This is an optimization exercise on Yosys and OpenROAD, whose aim is small area and a short achievable clock period, not a production implementation. At most, simulation tests tie the RTL to the original design; equivalence was not proved.

Design hb_filter, start of the top module:
module hb_filter(input logic clk,
                 input logic reset_n,
                 input logic signed [15:0] x_in,
                 output logic signed [15:0] y_out);
==> flow/config.mk <==
export PLATFORM = sky130hd
export DESIGN_NAME = hb_filter
export DESIGN_NICKNAME = hb_filter
export VERILOG_FILES = /design/flow/design.v
export SDC_FILE = /design/flow/constraint.sdc
export NUM_CORES = 4
export LEC_CHECK = 0
export CAP_MARGIN = 20
export CORE_MARGIN = 2
export CORE_UTILIZATION = 40
export SLEW_MARGIN = 20
==> flow/constraint.sdc <==
create_clock -name core_clock -period 16.0 [get_ports {clk}]
set_input_delay 3.2000 -clock core_clock [delete_from_list [all_inputs] [get_ports {clk}]]
set_output_delay 3.2000 -clock core_clock [all_outputs]
set_load 0.01 [all_outputs]
standard.sh (not shown) runs the stock make flow with config.mk's settings and CLKGATE_MAP_FILE= SYNTH_SCRIPT=/design/flow/synth_recipe.tcl, a recipe that flattens the netlist after the stock synthesis.
==> flow/flow/run.sh <==
#!/bin/bash
# Standard layout; synthesis skips Yosys's early "abc -fast" so that the full-adder
# trees written in the RTL reach extract_fa unchanged; repair aims at a large setup margin.
set -euo pipefail
bash standard.sh SYNTH_ARGS=-noabc SETUP_SLACK_MARGIN=11.55 CORE_UTILIZATION=55 CTS_CLUSTER_SIZE=20 CTS_CLUSTER_DIAMETER=80 finish > standard.log 2>&1
The starting point completed with no timing, DRC or antenna violations.
Change:
==> flow/flow/run.sh (replaced) <==
#!/bin/bash
# Standard layout; synthesis skips Yosys's early "abc -fast" so that the full-adder
# trees written in the RTL reach extract_fa unchanged; repair aims at a large setup margin.
set -euo pipefail
bash standard.sh SYNTH_ARGS=-noabc SETUP_SLACK_MARGIN=11.65 CORE_UTILIZATION=55 PLACE_DENSITY=0.7 CTS_CLUSTER_SIZE=25 CTS_CLUSTER_DIAMETER=90 finish > standard.log 2>&1
After rerunning:
- This time the run produced a layout that fails on antenna rules
- flip-flop and latch count does not change
- setup slack improved by 53 ps
- via count rose slightly
- clock-buffer cell count fell by 14
- global-route usage falls by 0.58 points
- sequential share of layout area went up by 0.14 points
- cell area is about the same
- routed wire length drops slightly
- hold slack loses 7.1 ps
Change:
==> flow/flow/run.sh (replaced) <==
#!/bin/bash
# Standard layout; synthesis skips Yosys's early "abc -fast" so that the full-adder
# trees written in the RTL reach extract_fa unchanged; repair aims at a large setup margin.
set -euo pipefail
bash standard.sh SYNTH_ARGS=-noabc SETUP_SLACK_MARGIN=11.65 CORE_UTILIZATION=55 GPL_TIMING_DRIVEN=0 CTS_CLUSTER_SIZE=25 CTS_CLUSTER_DIAMETER=90 finish > standard.log 2>&1
=> This time the run completed with no timing, DRC or antenna violations; synthesized area is unchanged; wire length is higher by 5.0%; hold slack loses 6.8 ps; global-route usage rises by 1.2 points.
Change:
==> flow/flow/run.sh (replaced) <==
#!/bin/bash
# Standard layout; synthesis skips Yosys's early "abc -fast" so that the full-adder
# trees written in the RTL reach extract_fa unchanged; repair aims at a large setup margin.
set -euo pipefail
bash standard.sh SYNTH_ARGS=-noabc SETUP_SLACK_MARGIN=11.6 CORE_UTILIZATION=55 CTS_CLUSTER_SIZE=25 CTS_CLUSTER_DIAMETER=90 finish > standard.log 2>&1
Result: The changed run completed with no timing, DRC or antenna violations; die area is unchanged; global-route usage drops by 0.93 points; count of clock-buffer cells in the layout drops by 4; core utilization drops by 1.4 points; cell count drops by 1.4%; area after synthesis stays the same; via count drops by 2.5%; wire length drops by 3.6%; synthesized cell count does not change; setup slack got worse by 60 ps.
Change:
==> flow/flow/run.sh (replaced) <==
#!/bin/bash
# Standard layout; synthesis skips Yosys's early "abc -fast" so that the full-adder
# trees written in the RTL reach extract_fa unchanged; repair aims at a large setup margin.
set -euo pipefail
bash standard.sh SYNTH_ARGS=-noabc SETUP_SLACK_MARGIN=11.75 CORE_UTILIZATION=55 CTS_CLUSTER_SIZE=20 CTS_CLUSTER_DIAMETER=80 finish > standard.log 2>&1
What happened: Clock-buffer cell count increases by 15. Wire length went up slightly. Final area goes up by a few percent. Final cell count increases slightly. Via count increases slightly. Fmax goes up by a few percent. Register-to-register slack is better by 150 ps. Setup slack is better by 140 ps.
Change:
==> flow/flow/run.sh (replaced) <==
#!/bin/bash
# Standard layout; synthesis skips Yosys's early "abc -fast" so that the full-adder
# trees written in the RTL reach extract_fa unchanged; repair aims at a large setup margin.
set -euo pipefail
bash standard.sh SYNTH_ARGS=-noabc SETUP_SLACK_MARGIN=11.65 CORE_UTILIZATION=55 CTS_CLUSTER_SIZE=25 CTS_CLUSTER_DIAMETER=90 finish > standard.log 2>&1
First-iteration DRC count is higher by a few percent.
Wire length is lower slightly.
Cell count is lower slightly.
Final area is lower slightly.
Worst setup slack loses 45 ps.
Core utilization is lower by 0.89 points.
Count of clock-buffer cells in the layout is lower by 15.
Via count is lower slightly.
Register-to-register slack loses 20 ps.

Setup of P:
Another version of the RTL of hb_filter (not shown whole).
Size in the first run: ~2200 cells after synthesis, roughly 600 flip-flops, roughly 31000 sq um of cells after synthesis.
Settings: LEC_CHECK=0, CAP_MARGIN=20, CORE_MARGIN=2, CORE_UTILIZATION=40, SLEW_MARGIN=20; clock period 16.0 ns.
==> flow/flow/run.sh <==
#!/bin/bash
# Standard layout; synthesis skips Yosys's early "abc -fast" so that the full-adder
# trees written in the RTL reach extract_fa unchanged; repair aims at a large setup margin.
set -euo pipefail
bash standard.sh SYNTH_ARGS=-noabc SETUP_SLACK_MARGIN=12 CTS_CLUSTER_SIZE=20 CTS_CLUSTER_DIAMETER=80 finish > standard.log 2>&1
P completed every stage of the flow, and the final layout passed the timing, DRC and antenna checks.
Modified inputs, Q compared to P
-- flow/flow/run.sh --
<<< P, line 5
bash standard.sh SYNTH_ARGS=-noabc SETUP_SLACK_MARGIN=12 CTS_CLUSTER_SIZE=20 CTS_CLUSTER_DIAMETER=80 finish > standard.log 2>&1
>>> Q, line 5
bash standard.sh SYNTH_ARGS=-noabc SETUP_SLACK_MARGIN=12 CTS_CLUSTER_SIZE=30 CTS_CLUSTER_DIAMETER=100 finish > standard.log 2>&1
--- outcome ---
Total setup buffers inserted after CTS down 2 in Q wrt P. [compare] base=P new=Q: via count of the first global-routing pass now smaller; final standard cell count with taps included and fillers excluded now smaller; final worst-path setup slack now smaller; wire length now smaller. Diff P..Q | hold slack | negligible. Final design area excluding fillers, Q and P, lower one = Q. Sort Q and P by required arrival time at the worst endpoint, ascending, and Q comes first. Comparing final worst-path cycle share for Q and P, the bigger number came from Q.
Function was not checked in any run of this note: the RTL went through the layout flow alone.

Another version of the RTL of hb_filter (not shown whole).
Size in the first run: about 2,100 cells after synthesis, roughly 34 I/O pins, ~0.031 mm2 of cells after synthesis.
clock: 16.0 ns
lec_check: 0
cap_margin: 20
core_margin: 2
core_utilization: 40
slew_margin: 20
==> flow/flow/run.sh <==
#!/bin/bash
# Standard layout; synthesis skips Yosys's early "abc -fast" so that the full-adder
# trees written in the RTL reach extract_fa unchanged; repair aims at a large setup margin.
set -euo pipefail
bash standard.sh SYNTH_ARGS=-noabc SETUP_SLACK_MARGIN=11.65 CORE_UTILIZATION=55 CTS_CLUSTER_SIZE=20 CTS_CLUSTER_DIAMETER=80 finish > standard.log 2>&1
Next try:
==> flow/flow/run.sh (replaced) <==
#!/bin/bash
# Standard layout; synthesis skips Yosys's early "abc -fast" so that the full-adder
# trees written in the RTL reach extract_fa unchanged; repair aims at a large setup margin.
set -euo pipefail
bash standard.sh SYNTH_ARGS=-noabc SETUP_SLACK_MARGIN=11.65 CORE_UTILIZATION=55 CTS_CLUSTER_SIZE=25 CTS_CLUSTER_DIAMETER=90 finish > standard.log 2>&1
=> Critical path depth does not change; first-iteration DRC count goes down by about 14%; wire length goes down by about 0.4%; final area falls by about 0.6%; maximum frequency rises by about 0.3%; clock-buffer cell count is lower by 13; utilization fell by 0.35 points.
Function was not checked in any run of this note: the RTL went through the layout flow alone.

RTL: one of the versions met above, not the one the previous note started from.
Size: about 2000 cells after synthesis, roughly 34 I/O pins.
Settings: LEC_CHECK=0, CAP_MARGIN=20, CORE_MARGIN=2, CORE_UTILIZATION=40, SLEW_MARGIN=20; clock period 16.0 ns.
==> flow/flow/run.sh <==
#!/bin/bash
# Standard layout; synthesis skips Yosys's early "abc -fast" so that the full-adder
# trees written in the RTL reach extract_fa unchanged; repair aims at a large setup margin.
set -euo pipefail
bash standard.sh SYNTH_ARGS=-noabc SETUP_SLACK_MARGIN=11.55 CORE_UTILIZATION=55 CTS_CLUSTER_SIZE=25 CTS_CLUSTER_DIAMETER=90 finish > standard.log 2>&1
The baseline finished with timing, DRC and antenna clean.
Next try:
==> flow/flow/run.sh (replaced) <==
#!/bin/bash
# Standard layout; synthesis skips Yosys's early "abc -fast" so that the full-adder
# trees written in the RTL reach extract_fa unchanged; repair aims at a large setup margin.
set -euo pipefail
bash standard.sh SYNTH_ARGS=-noabc SETUP_SLACK_MARGIN=11.65 CORE_UTILIZATION=55 GPL_ROUTABILITY_DRIVEN=0 CTS_CLUSTER_SIZE=25 CTS_CLUSTER_DIAMETER=90 finish > standard.log 2>&1
Sequential share of layout area goes up by 0.16 points.
Fmax goes up by 2.6%.
Synthesized cell count stays the same.
Final cell count goes up by 0.31%.
Design area stays flat.
Worst hold slack gets worse by 0.010 ns.
Via count goes up by 1.7%.
Next try:
==> flow/flow/run.sh (replaced) <==
#!/bin/bash
# Standard layout; synthesis skips Yosys's early "abc -fast" so that the full-adder
# trees written in the RTL reach extract_fa unchanged; repair aims at a large setup margin.
set -euo pipefail
bash standard.sh SYNTH_ARGS=-noabc SETUP_SLACK_MARGIN=11.7 CTS_CLUSTER_SIZE=20 CTS_CLUSTER_DIAMETER=80 finish > standard.log 2>&1
The new run completed without violations.
Maximum frequency goes down by 0.69%.
Final cell count goes up by 9.3%.
Global-route usage decreases by 5.9 points.
Next try:
==> flow/flow/run.sh (replaced) <==
#!/bin/bash
# Standard layout; synthesis skips Yosys's early "abc -fast" so that the full-adder
# trees written in the RTL reach extract_fa unchanged; repair aims at a large setup margin.
set -euo pipefail
bash standard.sh SYNTH_ARGS=-noabc SETUP_SLACK_MARGIN=11.65 CORE_UTILIZATION=55 CTS_CLUSTER_SIZE=20 CTS_CLUSTER_DIAMETER=80 finish > standard.log 2>&1
Result: The new run completed with no timing, DRC or antenna violations; wire length goes down by a few percent; via count goes down slightly; count of clock-buffer cells in the layout goes up by 3; first-iteration DRC count goes down by about a fifth; synthesized area is unchanged; sequential share of layout area goes up by 0.89 points; setup slack improves by 0.011 ns.

Another version of the RTL of hb_filter (not shown whole).
Size: ~2200 cells after synthesis, ~600 flip-flops, about 34 I/O pins.
clock: 16.0 ns
lec_check: 0
cap_margin: 20
core_margin: 2
core_utilization: 40
slew_margin: 20
==> flow/flow/run.sh <==
#!/bin/bash
# Standard layout; synthesis skips Yosys's early "abc -fast" so that the full-adder
# trees written in the RTL reach extract_fa unchanged; repair aims at a large setup margin.
set -euo pipefail
bash standard.sh SYNTH_ARGS=-noabc SETUP_SLACK_MARGIN=12 CTS_CLUSTER_SIZE=30 CTS_CLUSTER_DIAMETER=100 finish > standard.log 2>&1
==> next run, changes <==
==> flow/flow/run.sh (replaced) <==
#!/bin/bash
# Standard layout; synthesis skips Yosys's early "abc -fast" so that the full-adder
# trees written in the RTL reach extract_fa unchanged; repair aims at a large setup margin.
set -euo pipefail
bash standard.sh SYNTH_ARGS=-noabc SETUP_SLACK_MARGIN=12 CTS_CLUSTER_SIZE=20 CTS_CLUSTER_DIAMETER=80 finish > standard.log 2>&1
After rerunning: The changed run finished with timing, DRC and antenna clean; synthesized area does not change; setup slack gets better by 0.032 ns; routed wire length came out higher slightly; worst hold slack gets worse by 0.012 ns; via count came out higher slightly; global-route usage came out higher by 0.34 points.
No run of this note included a check of the RTL's function; only the layout flow was run.

RTL: one of the versions met above, not the one the previous note started from.
For scale: about 2000 cells after synthesis, about 34 I/O pins, ~31000 um2 of cells after synthesis.
// hb_filter
module hb_filter(input logic clk,
                 input logic reset_n,
                 input logic signed [15:0] x_in,
                 output logic signed [15:0] y_out);
export LEC_CHECK = 0
export CAP_MARGIN = 20
export CORE_MARGIN = 2
export CORE_UTILIZATION = 40
export SLEW_MARGIN = 20
create_clock -name core_clock -period 16.0 [get_ports {clk}]
==> flow/flow/run.sh <==
#!/bin/bash
# Standard layout; synthesis skips Yosys's early "abc -fast" so that the full-adder
# trees written in the RTL reach extract_fa unchanged; repair aims at a large setup margin.
set -euo pipefail
bash standard.sh SYNTH_ARGS=-noabc SETUP_SLACK_MARGIN=11.55 CORE_UTILIZATION=65 PLACE_DENSITY=0.75 CTS_CLUSTER_SIZE=20 CTS_CLUSTER_DIAMETER=80 finish > standard.log 2>&1
Rerun with:
==> flow/flow/run.sh (replaced) <==
#!/bin/bash
# Standard layout; synthesis skips Yosys's early "abc -fast" so that the full-adder
# trees written in the RTL reach extract_fa unchanged; repair aims at a large setup margin.
set -euo pipefail
bash standard.sh SYNTH_ARGS=-noabc SETUP_SLACK_MARGIN=11.55 CTS_CLUSTER_SIZE=20 CTS_CLUSTER_DIAMETER=80 finish > standard.log 2>&1
Setup slack is worse by 12 ps.
Cell area rose by 1.7%.
Utilization fell by 27 points.
Sequential share of layout area fell by 0.82 points.
Wire length rose by 5.5%.

hb_filter, a different RTL version from the one above (not shown whole).
Size: about 2400 cells after synthesis, roughly 640 flip-flops, about 34 I/O pins, roughly 34000 µm² of cells after synthesis.
==> flow/config.mk <==
export PLATFORM = sky130hd
export DESIGN_NAME = hb_filter
export DESIGN_NICKNAME = hb_filter
export VERILOG_FILES = /design/flow/design.v
export SDC_FILE = /design/flow/constraint.sdc
export NUM_CORES = 4
export LEC_CHECK = 0
export CAP_MARGIN = 20
export CORE_MARGIN = 2
export CORE_UTILIZATION = 40
export SLEW_MARGIN = 20
==> flow/constraint.sdc <==
create_clock -name core_clock -period 16.0 [get_ports {clk}]
set_input_delay 3.2000 -clock core_clock [delete_from_list [all_inputs] [get_ports {clk}]]
set_output_delay 3.2000 -clock core_clock [all_outputs]
set_load 0.01 [all_outputs]
==> flow/flow/run.sh <==
#!/bin/bash
# Standard layout; synthesis skips Yosys's early "abc -fast" so that the full-adder
# trees written in the RTL reach extract_fa unchanged; repair aims at a large setup margin.
set -euo pipefail
bash standard.sh SYNTH_ARGS=-noabc SETUP_SLACK_MARGIN=12 CTS_CLUSTER_SIZE=30 CTS_CLUSTER_DIAMETER=100 finish > standard.log 2>&1
Edit:
--- a/flow/flow/run.sh
+++ b/flow/flow/run.sh
@@ -5 +5 @@
-bash standard.sh SYNTH_ARGS=-noabc SETUP_SLACK_MARGIN=12 CTS_CLUSTER_SIZE=30 CTS_CLUSTER_DIAMETER=100 finish > standard.log 2>&1
+bash standard.sh SYNTH_ARGS=-noabc SETUP_SLACK_MARGIN=12 finish > standard.log 2>&1
After rerunning:
- The new run produced a clean layout
- die area stays the same
- synthesized area is unchanged
- core utilization rose by 1.6 points
- global-route usage rose by 0.43 points
- hold slack stays flat
- first-iteration DRC count rose by a few percent
- worst setup slack improves by 0.021 ns
- wire length rose slightly
No run of this note included a check of the RTL's function; only the layout flow was run.

hb_filter again, from the RTL that the note above started with.
export LEC_CHECK = 0
export CAP_MARGIN = 20
export CORE_MARGIN = 2
export CORE_UTILIZATION = 40
export SLEW_MARGIN = 20
create_clock -name core_clock -period 16.0 [get_ports {clk}]
==> flow/flow/run.sh <==
#!/bin/bash
# Standard layout; synthesis skips Yosys's early "abc -fast" so that the full-adder
# trees written in the RTL reach extract_fa unchanged; repair aims at a large setup margin.
set -euo pipefail
bash standard.sh SYNTH_ARGS=-noabc SETUP_SLACK_MARGIN=11 finish > standard.log 2>&1
Then changed:
==> flow/flow/run.sh (replaced) <==
#!/bin/bash
# Standard layout; synthesis skips Yosys's early "abc -fast" so that the full-adder
# trees written in the RTL reach extract_fa unchanged.
set -euo pipefail
bash standard.sh SYNTH_ARGS=-noabc finish > standard.log 2>&1
Effect:
- routed wire length is about the same
- synthesized cell count stays the same
- worst setup slack got worse by 930 ps
- synthesized area is unchanged
- cell area barely changes
- die area is unchanged
Function was not checked in any run of this note: the RTL went through the layout flow alone.

## port drivers added, routing unchanged
The results above use ideal ports. As a check the final layouts listed here were re-extracted and re-timed, cells and wires unchanged.
Step 1 assumes that a clkbuf_16 drives the clock port and a buf_2 every other input.
Step 2, shift: input delay + t, output delay - t, t = (earliest + latest rising clock arrival at the registers) / 2. This alone moves slack from input paths to output paths.
Slacks: ideal / step 1 / step 2; pairs: ideal / step 1.
| run | t, ns | setup slack, ns | worst setup path at the end | slew at the worst register clock pin (ns) | pins driven straight from the clock port |
|---|---|---|---|---|---|
| the first run of note 1 | 0.631 | 11.610 / 11.553 / 11.264 | input, reset recovery | 0.08 / 0.08 | 1 |
| the second run of note 1 | 0.665 | 11.663 / 11.663 / 11.285 | input, reset recovery | 0.10 / 0.10 | 1 |
| the third run of note 1 | 0.635 | 11.691 / 11.629 / 11.403 | input, reset recovery | 0.10 / 0.10 | 1 |
| the fourth run of note 1 | 0.663 | 11.631 / 11.593 / 11.274 | input, reset recovery | 0.10 / 0.10 | 1 |
| the fifth run of note 1 | 0.633 | 11.775 / 11.717 / 11.390 | input, reset recovery | 0.09 / 0.09 | 1 |
| the sixth run of note 1 | 0.663 | 11.730 / 11.671 / 11.387 | input, reset recovery | 0.10 / 0.10 | 1 |
| P | 0.635 | 11.672 / 11.651 / 11.651 | input, reset recovery | 0.08 / 0.08 | 1 |
| Q | 0.675 | 11.645 / 11.583 / 11.567 | input, reset recovery | 0.11 / 0.11 | 1 |
| the first run of note 3 | 0.636 | 11.700 / 11.638 / 11.275 | input, reset recovery | 0.09 / 0.09 | 1 |
| the second run of note 3 | 0.686 | 11.713 / 11.654 / 11.283 | input, reset recovery | 0.10 / 0.10 | 1 |
| the first run of note 4 | 0.662 | 11.608 / 11.548 / 11.274 | input, reset recovery | 0.10 / 0.10 | 1 |
| the second run of note 4 | 0.669 | 11.719 / 11.659 / 11.318 | input, reset recovery | 0.10 / 0.10 | 1 |
| the third run of note 4 | 0.650 | 11.689 / 11.681 / 11.250 | input, reset recovery | 0.09 / 0.09 | 1 |
| the fourth run of note 4 | 0.633 | 11.700 / 11.643 / 11.376 | input, reset recovery | 0.08 / 0.08 | 1 |
| the first run of note 5 | 0.672 | 11.653 / 11.589 / 11.564 | input, reset recovery | 0.12 / 0.12 | 1 |
| the second run of note 5 | 0.653 | 11.685 / 11.623 / 11.551 | input, reset recovery | 0.09 / 0.09 | 1 |
| the first run of note 6 | 0.631 | 11.608 / 11.585 / 11.503 | input, reset recovery | 0.08 / 0.08 | 1 |
| the second run of note 6 | 0.648 | 11.596 / 11.535 / 11.096 | input, reset recovery | 0.09 / 0.09 | 1 |
| the first run of note 7 | 0.685 | 11.634 / 11.569 / 11.534 | input, reset recovery | 0.12 / 0.12 | 1 |
| the second run of note 7 | 0.677 | 11.655 / 11.614 / 11.565 | input, reset recovery | 0.06 / 0.06 | 1 |
| the first run of note 8 | 0.683 | 11.330 / 11.259 / 10.707 | input, reset recovery | 0.08 / 0.08 | 1 |
| the second run of note 8 | 0.684 | 10.405 / 10.433 / 9.749 | input, reset recovery | 0.08 / 0.08 | 1 |
The setup slack of the second run of note 8, which loses most, moves by +0.028 ns with the drivers and by -0.656 ns with both steps. Setup slack includes reset recovery checks.
